What follows belongs to an exercise in optimizing a design on an open flow for small area; a production flow would make more cautious choices. In this exercise RTL edits were held to simulation tests only and were not proved equivalent to the original. Power figures rest on the tool's default switching activity, not on a simulated workload.

Setup of run C:
// wlan_interleaver_top
module wlan_interleaver_top(
    input wire clk,
    input wire reset,
    input wire il_in,
    output wire il_out,
    input wire dil_in,
    output wire dil_out
    );
==> flow/config.mk <==
export PLATFORM = sky130hd
export DESIGN_NAME = wlan_interleaver_top
export DESIGN_NICKNAME = wlan_interleaver_top
export VERILOG_FILES = /design/flow/design.v
export SDC_FILE = /design/flow/constraint.sdc
export NUM_CORES = 4
export LEC_CHECK = 0
export ABC_AREA = 1
export CAP_MARGIN = 20
export CORE_MARGIN = 2
export CORE_UTILIZATION = 40
export CTS_BUF_LIST = sky130_fd_sc_hd__clkbuf_4
export CTS_CLUSTER_DIAMETER = 50
export CTS_CLUSTER_SIZE = 10
export SLEW_MARGIN = 20
==> flow/constraint.sdc <==
create_clock -name core_clock -period 25.0 [get_ports {clk}]
set_input_delay 5.0000 -clock core_clock [delete_from_list [all_inputs] [get_ports {clk}]]
set_output_delay 5.0000 -clock core_clock [all_outputs]
set_load 0.01 [all_outputs]
run.sh (not shown) runs the stock make flow with config.mk's settings and CLKGATE_MAP_FILE= SYNTH_SCRIPT=/design/flow/synth_recipe.tcl, a recipe that flattens the netlist after the stock synthesis.
Run C: flow completed, timing, DRC and antenna clean
Input-level comparison between run K and run C:
==> flow/flow/run.sh (new file) <==
#!/bin/bash
# Own layout flow: the standard layout (standard.sh), run with a copy of
# the ORFS scripts in which only the ABC area script differs (pure area
# mapping, no buffering or gate upsizing for ABC's picosecond-read clock
# period); port buffers are the smallest buffer, and CTS uses clkbuf_4 and
# no dummy loads. Each step's full output goes to a log file here.
set -euo pipefail
W=$(pwd)
rm -rf "$W/own_scripts"
cp -r "$FLOW_HOME/scripts" "$W/own_scripts"
cp "$W/flow/abc_area.script" "$W/own_scripts/abc_area.script"
ARGS=(
  "SCRIPTS_DIR=$W/own_scripts"
  "BUFFER_PORTS_ARGS=-buffer_cell sky130_fd_sc_hd__buf_1"
  "CTS_ARGS=-sink_clustering_enable -repair_clock_nets -sink_clustering_size 10 -sink_clustering_max_diameter 50 -buf_list sky130_fd_sc_hd__clkbuf_4 -dont_use_dummy_load"
)
bash standard.sh "${ARGS[@]}" synth > "$W/log_synth.txt" 2>&1
bash standard.sh "${ARGS[@]}" finish > "$W/log_layout.txt" 2>&1
test -f "$W/out/final.def"
==> flow/flow/abc_area.script (new file) <==
strash
ifraig
scorr
dc2
strash
dch -f
amap
topo
==> flow/standard.sh (new file) <==
#!/bin/bash
# synth_recipe.tcl (not shown) runs the flow's synth.tcl, then flattens the netlist and writes it again
# the make line also repeats each setting of config.mk as NAME=value (left out here)
make -C /OpenROAD-flow-scripts/flow DESIGN_CONFIG=/design/flow/config.mk WORK_HOME=/design/flow/orfs CLKGATE_MAP_FILE= SYNTH_SCRIPT=/design/flow/synth_recipe.tcl "${@:-finish}"
removed: flow/run.sh
Results
Comparing run C and run K, the lower overall die width is on run K.
Diff run C and run K: sequential share of layout area higher in run K
On leakage power, run K does better than run C.
Of the two values seen for worst setup path endpoint, il_out was produced by run C and u_il.p4[0] by run K.
Run C → run K: non-clock buffer count barely changed; first-iteration DRC count rose by 71; global-route usage now larger.
The higher post-synthesis instance area came out of run C.
Compared with run C, in run K post-synthesis share of cell area spent on full adders, half adders and majority gates shows no meaningful change; maximum number of pins on one net before global-route repair saw a decrease; count of cell instances traversed by the critical path grew by 10; first-pass GRT wire length decreased 250 um.

========
Another version of the RTL of wlan_interleaver_top (not shown whole).
Size in the first run: about 6 I/O pins, ~4800 um2 of cells after synthesis.
Design wlan_interleaver_top, start of the top module:
module wlan_interleaver_top(
    input wire clk,
    input wire reset,
    input wire il_in,
    output wire il_out,
    input wire dil_in,
    output wire dil_out
    );
export LEC_CHECK = 0
export ABC_AREA = 1
export CAP_MARGIN = 20
export CORE_MARGIN = 2
export CORE_UTILIZATION = 60
export CTS_BUF_LIST = sky130_fd_sc_hd__clkbuf_4
export CTS_CLUSTER_DIAMETER = 50
export CTS_CLUSTER_SIZE = 10
export SLEW_MARGIN = 20
create_clock -name core_clock -period 25.0 [get_ports {clk}]
standard.sh (not shown) runs the stock make flow with config.mk's settings and CLKGATE_MAP_FILE= SYNTH_SCRIPT=/design/flow/synth_recipe.tcl, a recipe that flattens the netlist after the stock synthesis.
==> flow/flow/run.sh <==
#!/bin/bash
# Own layout flow: the standard layout (standard.sh), run with a copy of
# the ORFS scripts in which only the ABC area script differs (pure area
# mapping, no buffering or gate upsizing for ABC's picosecond-read clock
# period); port buffers are the smallest buffer, and CTS uses clkbuf_4 and
# no dummy loads. Each step's full output goes to a log file here.
set -euo pipefail
W=$(pwd)
rm -rf "$W/own_scripts"
cp -r "$FLOW_HOME/scripts" "$W/own_scripts"
cp "$W/flow/abc_area.script" "$W/own_scripts/abc_area.script"
ARGS=(
  "SCRIPTS_DIR=$W/own_scripts"
  "BUFFER_PORTS_ARGS=-buffer_cell sky130_fd_sc_hd__buf_1"
  "CTS_ARGS=-sink_clustering_enable -repair_clock_nets -sink_clustering_size 12 -sink_clustering_max_diameter 30 -buf_list sky130_fd_sc_hd__clkbuf_4 -dont_use_dummy_load"
)
bash standard.sh "${ARGS[@]}" synth > "$W/log_synth.txt" 2>&1
bash standard.sh "${ARGS[@]}" finish > "$W/log_layout.txt" 2>&1
test -f "$W/out/final.def"
==> flow/flow/abc_area.script <==
strash
ifraig
scorr
dc2
strash
dch -f
amap
topo
==> next run, changes <==
--- a/flow/flow/run.sh
+++ b/flow/flow/run.sh
@@ -14,3 +14,3 @@
   "BUFFER_PORTS_ARGS=-buffer_cell sky130_fd_sc_hd__buf_1"
-  "CTS_ARGS=-sink_clustering_enable -repair_clock_nets -sink_clustering_size 12 -sink_clustering_max_diameter 30 -buf_list sky130_fd_sc_hd__clkbuf_4 -dont_use_dummy_load"
+  "CTS_ARGS=-sink_clustering_enable -repair_clock_nets -sink_clustering_size 12 -sink_clustering_max_diameter 40 -buf_list sky130_fd_sc_hd__clkbuf_4 -dont_use_dummy_load"
 )
CORE_UTILIZATION = 50   (was 60)
Outcome: Cell area hardly moves; non-clock buffer count is unchanged; setup slack got worse by 10 ps; sequential cell count does not change; total power came out lower by 1.9%.
==> next run, changes <==
--- a/flow/flow/run.sh
+++ b/flow/flow/run.sh
@@ -14,3 +14,3 @@
   "BUFFER_PORTS_ARGS=-buffer_cell sky130_fd_sc_hd__buf_1"
-  "CTS_ARGS=-sink_clustering_enable -repair_clock_nets -sink_clustering_size 12 -sink_clustering_max_diameter 40 -buf_list sky130_fd_sc_hd__clkbuf_4 -dont_use_dummy_load"
+  "CTS_ARGS=-sink_clustering_enable -repair_clock_nets -sink_clustering_size 11 -sink_clustering_max_diameter 40 -buf_list sky130_fd_sc_hd__clkbuf_4 -dont_use_dummy_load"
 )
CORE_UTILIZATION = 60   (was 50)
=> Clock-buffer cell count came out higher by 1. Worst setup slack degrades by 21 ps. Fmax came out lower slightly. Synthesized cell count is unchanged. Via count came out lower slightly. Sequential power barely changes. Cell area came out lower slightly.
==> next run, changes <==
--- a/flow/flow/run.sh
+++ b/flow/flow/run.sh
@@ -14,3 +14,3 @@
   "BUFFER_PORTS_ARGS=-buffer_cell sky130_fd_sc_hd__buf_1"
-  "CTS_ARGS=-sink_clustering_enable -repair_clock_nets -sink_clustering_size 11 -sink_clustering_max_diameter 40 -buf_list sky130_fd_sc_hd__clkbuf_4 -dont_use_dummy_load"
+  "CTS_ARGS=-sink_clustering_enable -repair_clock_nets -sink_clustering_size 10 -sink_clustering_max_diameter 40 -buf_list sky130_fd_sc_hd__clkbuf_4 -dont_use_dummy_load"
 )
The changed run went through all stages and came out clean.
Clock power goes up by about 3%.
Utilization goes up by 0.19 points.
Worst setup slack gets better by 15 ps.
Cell area barely changes.
Die area stays the same.
Clock-buffer cell count goes up by 2.
Sequential power hardly moves.
Critical path depth does not change.
Hold slack hardly moves.
==> next run, changes <==
--- a/flow/flow/run.sh
+++ b/flow/flow/run.sh
@@ -14,3 +14,3 @@
   "BUFFER_PORTS_ARGS=-buffer_cell sky130_fd_sc_hd__buf_1"
-  "CTS_ARGS=-sink_clustering_enable -repair_clock_nets -sink_clustering_size 10 -sink_clustering_max_diameter 40 -buf_list sky130_fd_sc_hd__clkbuf_4 -dont_use_dummy_load"
+  "CTS_ARGS=-sink_clustering_enable -repair_clock_nets -sink_clustering_size 12 -sink_clustering_max_diameter 50 -buf_list sky130_fd_sc_hd__clkbuf_4 -dont_use_dummy_load"
 )
The new run went through all stages and came out clean.
Clock power is lower by about 8%.
Wire length shrinks by about 1.1%.
Via count fell by 1.3%.
Power came out lower by about 2.3%.
Non-clock buffer count is unchanged.
Worst setup slack is better by 22 ps.
Cell area drops by about 0.6%.
Final cell count came out lower by about 0.9%.
Area after synthesis is unchanged.
==> next run, changes <==
--- a/flow/flow/run.sh
+++ b/flow/flow/run.sh
@@ -14,3 +14,3 @@
   "BUFFER_PORTS_ARGS=-buffer_cell sky130_fd_sc_hd__buf_1"
-  "CTS_ARGS=-sink_clustering_enable -repair_clock_nets -sink_clustering_size 12 -sink_clustering_max_diameter 50 -buf_list sky130_fd_sc_hd__clkbuf_4 -dont_use_dummy_load"
+  "CTS_ARGS=-sink_clustering_enable -repair_clock_nets -sink_clustering_size 12 -sink_clustering_max_diameter 40 -buf_list sky130_fd_sc_hd__clkbuf_4 -dont_use_dummy_load"
 )
What happened: The changed run finished with timing, DRC and antenna clean. Power rose by 0.41%. Global-route usage fell by 0.21 points. Routed wire length rose by 0.85%. Setup slack got worse by 20 ps. Area after synthesis is unchanged. Clock-buffer cell count is unchanged.

port drivers added, routing unchanged:
No port has a modelled driver above. Below, the same layouts with a new extraction and two added sets of constraints.
Step 1, drivers: a clkbuf_16 drives clk and a buf_2 each remaining input, both assumed.
Step 2 moves the port delays by t, midway between the first and last clock arrival at a register: inputs arrive t later, outputs are due t later. That takes back most of the time a late clock gives input paths.
Three values: ideal ports, drivers, drivers and shift; two values: the first two.
| run | t, ns | setup slack, ns | latest minus earliest clock arrival (ns) | worst slew at a driven data input, ns |
|---|---|---|---|---|
| run C | 0.612 | 18.572 / 18.541 / 18.680 | 0.018 / 0.018 | 0.03 |
| run K | 0.599 | 18.904 / 18.911 / 18.312 | 0.055 / 0.054 | 0.03 |
| the first run of note 2 | 0.560 | 18.987 / 18.958 / 19.519 | 0.087 / 0.087 | 0.03 |
| the second run of note 2 | 0.575 | 18.976 / 18.946 / 19.521 | 0.030 / 0.030 | 0.04 |
| the third run of note 2 | 0.574 | 18.956 / 18.928 / 19.501 | 0.047 / 0.047 | 0.03 |
| the fourth run of note 2 | 0.571 | 18.971 / 18.942 / 19.513 | 0.040 / 0.040 | 0.03 |
| the fifth run of note 2 | 0.556 | 18.993 / 18.962 / 19.519 | 0.020 / 0.019 | 0.03 |
| the sixth run of note 2 | 0.567 | 18.973 / 18.945 / 19.512 | 0.021 / 0.020 | 0.03 |
After both steps every run listed still meets setup and hold. For run K, which loses most, drivers alone change the setup slack by +0.007 ns; drivers and shift together by -0.592 ns.
